What follows belongs to an exercise in optimizing a design on an open flow for small area; a production flow would make more cautious choices.
In this exercise RTL edits were held to simulation tests only and were not proved equivalent to the original.

==> flow/design.v <==
module DE1_SoC (CLOCK_50, reset, HEX0, KEY, SW, GPIO_1);
	input  logic CLOCK_50;
	input  logic reset;
	output logic [6:0] HEX0;
	input  logic [3:0] KEY;
	input  logic [1:0] SW;
	output logic [35:0] GPIO_1;
	function automatic logic [3:0] lane_a(input logic [3:0] r);
		logic r6;
		r6 = (r == 4'd6);
		lane_a = {r6, 1'b0, r6, r6 | (r == 4'd7) | (r == 4'd11) | (r == 4'd12) | (r == 4'd13) | (r == 4'd14)};
	endfunction
	function automatic logic [3:0] lane_b(input logic [3:0] r);
		lane_b = {(r == 4'd3) | (r == 4'd7) | (r == 4'd12) | (r == 4'd13) | (r == 4'd14),
		          r == 4'd5, r == 4'd2, r == 4'd1};
	endfunction
	logic [3:0] b0, b1n, b2;
	logic [3:0] nrst;
	assign nrst = {4{~reset}};
	always_ff @(posedge CLOCK_50) begin
		b0  <= ~KEY & nrst;
		b1n <= ~(b0 & nrst);
		b2  <= ~b1n & nrst;
	end
	logic [3:0] pulse;
	assign pulse = b2 & b1n;    
	logic [9:0] cnt;
	logic [3:0] rot;
	logic shift;
	always_comb begin
		case (SW)
			2'd0: shift = &cnt[9:5] & cnt[3];                  
			2'd1: shift = cnt >= 10'd500;
			2'd2: shift = cnt >= 10'd200;
			default: shift = cnt >= 10'd100;
		endcase
	end
	always_ff @(posedge CLOCK_50) begin
		if (reset | shift) cnt <= 10'd0;
		else cnt <= cnt + 10'd1;
		rot <= (rot + {3'b0, shift}) & {4{~reset}};
	end
	logic [3:0] frogRow, frogCol;
	logic hit, mid, vps;
	logic [3:0] fA, fB;
	logic [1:0] ra, rb, ra2;
	assign ra = rot[3:2];
	assign rb = rot[1:0];
	assign ra2 = ra + {1'b0, |rb};    
	assign fA = lane_a(frogRow);
	assign fB = lane_b(frogRow);
	assign hit = ((frogCol[1:0] == rb) & fA[frogCol[3:2] - ra])
	           | ((frogCol[1:0] + 2'd1 == rb) & fB[frogCol[3:2] - ra2]);
	logic rInc, rDec, cInc, cDec;
	logic [3:0] rt, ct;
	assign rInc = pulse[2] & ~&frogRow;
	assign rDec = pulse[1] & |frogRow & ~rInc;
	assign cInc = pulse[3] & ~&frogCol;
	assign cDec = pulse[0] & |frogCol & ~cInc;
	always_comb begin
		rt[0] = rInc | rDec;
		ct[0] = cInc | cDec;
		for (int i = 1; i < 4; i++) begin
			rt[i] = rt[i-1] & (frogRow[i-1] ^ rDec);
			ct[i] = ct[i-1] & (frogCol[i-1] ^ cDec);
		end
	end
	always_ff @(posedge CLOCK_50) begin
		if (reset | mid | hit) begin
			frogRow <= 4'd0; frogCol <= 4'd7;
		end else begin
			frogRow <= frogRow ^ rt;
			frogCol <= frogCol ^ ct;
		end
	end
	logic atBottom, inc;
	logic [3:0] score;
	assign atBottom = (frogRow == 4'd15);
	assign inc = ~vps & atBottom;
	always_ff @(posedge CLOCK_50) begin
		mid <= vps;
		vps <= ~(reset | mid) & inc;
		score <= (score + {3'b0, inc}) & {4{inc | ~reset}};
	end
	always_comb begin
		case (score)
			4'd0: HEX0 = 7'b1000000;
			4'd2: HEX0 = 7'b1111001;
			4'd4: HEX0 = 7'b0100100;
			4'd6: HEX0 = 7'b0110000;
			default: HEX0 = 7'b1111111;
		endcase
	end
	logic [3:0] rs;
	always_ff @(posedge CLOCK_50) begin
		if (reset) rs <= 4'd0;
		else rs <= rs + 4'd1;
	end
	logic [15:0] red;
	logic [3:0] sA, sB, Ar, Br;
	assign sA = lane_a(rs);
	assign sB = lane_b(rs);
	always_comb begin
		for (int p = 0; p < 4; p++) begin
			Ar[p] = sA[2'(p - ra)];
			Br[p] = sB[2'(p - ra2)];
		end
		for (int p = 0; p < 4; p++)
			for (int q = 0; q < 4; q++)
				red[4*p+q] = ((2'(q) == rb) & Ar[p]) | ((2'(q+1) == rb) & Br[p]);
	end
	always_comb begin
		GPIO_1[35:32] = rs;
		for (int i = 0; i < 16; i++) begin
			GPIO_1[31-i] = (frogRow == rs) && (frogCol == i[3:0]);
			GPIO_1[15-i] = red[i];
		end
	end
endmodule
clock: 8.0 ns
lec_check: 0
cap_margin: 20
core_margin: 2
core_utilization: 40
place_density: 0.6
slew_margin: 20
standard.sh (not shown) runs the stock make flow with config.mk's settings and CLKGATE_MAP_FILE= SYNTH_SCRIPT=/design/flow/synth_recipe.tcl, a recipe that flattens the netlist after the stock synthesis.
==> flow/flow/run.sh <==
#!/bin/bash
# Layout flow: the standard ORFS flow (standard.sh) with three changes.
#  1. After the standard synthesis, the combinational logic is re-mapped for area with
#     ABC (flow/resyn.tcl); the registers are left as that synthesis made them. Several
#     ABC scripts are tried and the netlist with the smallest cell area is kept.
#  2. Port buffers use sky130_fd_sc_hd__buf_1 (every port still gets its buffer).
#  3. Clock tree synthesis inserts no dummy loads.
# Each tool's output goes to a log file of its own in the work folder.
set -euo pipefail
WORK=$PWD
export BUFFER_PORTS_ARGS="-buffer_cell sky130_fd_sc_hd__buf_1"
export CTS_ARGS="-sink_clustering_enable -repair_clock_nets -dont_use_dummy_load"

bash standard.sh synth > log_1_standard_synth.log 2>&1

RES=$WORK/orfs/results/$FLOW_PLATFORM/DE1_SoC/base
YOSYS=$FLOW_HOME/../tools/install/yosys/bin/yosys
[[ -x $YOSYS ]] || YOSYS=yosys
export RESYN_LIB=$FLOW_HOME/platforms/$FLOW_PLATFORM/lib/sky130_fd_sc_hd__tt_025C_1v80.lib
export RESYN_DONTUSE="$(tr '\n' ' ' < $WORK/flow/dont_use.txt)"
cp $RES/1_2_yosys.v $WORK/std_1_2_yosys.v
export RESYN_IN=$WORK/std_1_2_yosys.v

mkdir -p $WORK/resyn
best=""; bestarea=""
pids=()
for s in $WORK/flow/abc_*.script; do
  n=$(basename $s .script)
  ( RESYN_SCRIPT=$s RESYN_OUT=$WORK/resyn/$n.v timeout 900 $YOSYS -c $WORK/flow/resyn.tcl > $WORK/log_2_resyn_$n.log 2>&1 || true ) &
  pids+=($!)
done
wait "${pids[@]}"
for s in $WORK/flow/abc_*.script; do
  n=$(basename $s .script)
  [[ -f $WORK/resyn/$n.v.stat ]] || continue
  a=$(sed -n "s/.*Chip area for top module.*: *//p" $WORK/resyn/$n.v.stat)
  [[ -n $a ]] || continue
  echo "$n $a" >> $WORK/resyn/areas.txt
  if [[ -z $bestarea ]] || awk "BEGIN{exit !($a < $bestarea)}"; then best=$n; bestarea=$a; fi
done
if [[ -n $best ]]; then
  echo "using $best ($bestarea)" >> $WORK/resyn/areas.txt
  cp $WORK/resyn/$best.v $RES/1_2_yosys.v
  rm -f $RES/1_synth.odb $RES/1_synth.sdc
fi

bash standard.sh > log_3_standard_layout.log 2>&1
Other scripts of this flow, unchanged in this note and not shown: flow/flow/abc_a.script, flow/flow/abc_b.script, flow/flow/abc_c.script, flow/flow/abc_d.script, flow/flow/dont_use.txt, flow/flow/resyn.tcl
Edit:
--- a/flow/flow/run.sh
+++ b/flow/flow/run.sh
@@ -12 +12 @@
-export CTS_ARGS="-sink_clustering_enable -repair_clock_nets -dont_use_dummy_load"
+export CTS_ARGS="-sink_clustering_enable -repair_clock_nets -dont_use_dummy_load -sink_clustering_size 50 -sink_clustering_max_diameter 500"
Effect:
- count of clock-buffer cells in the layout is unchanged
- worst setup slack is unchanged
- global-route usage does not change
- non-clock buffer count is unchanged
- wire length does not change

[separate check: timing with driven ports]
No port has a modelled driver above. Below, the same layouts with a new extraction and two added sets of constraints. Step 1 assumes that a clkbuf_16 drives the clock port and a buf_2 every other input. Step 2, shift: input delay + t, output delay - t, t = (earliest + latest rising clock arrival at the registers) / 2. This alone moves slack from input paths to output paths. Three values: no drivers, after step 1, after step 2; two values: the first two.
run	shift t [ns]	setup slack, ns	pins driven straight from the clock port
the first run	0.310	3.851 / 3.823 / 4.134	1
the second run	0.310	3.851 / 3.823 / 4.134	1
After both steps setup and hold are still met in every run listed.
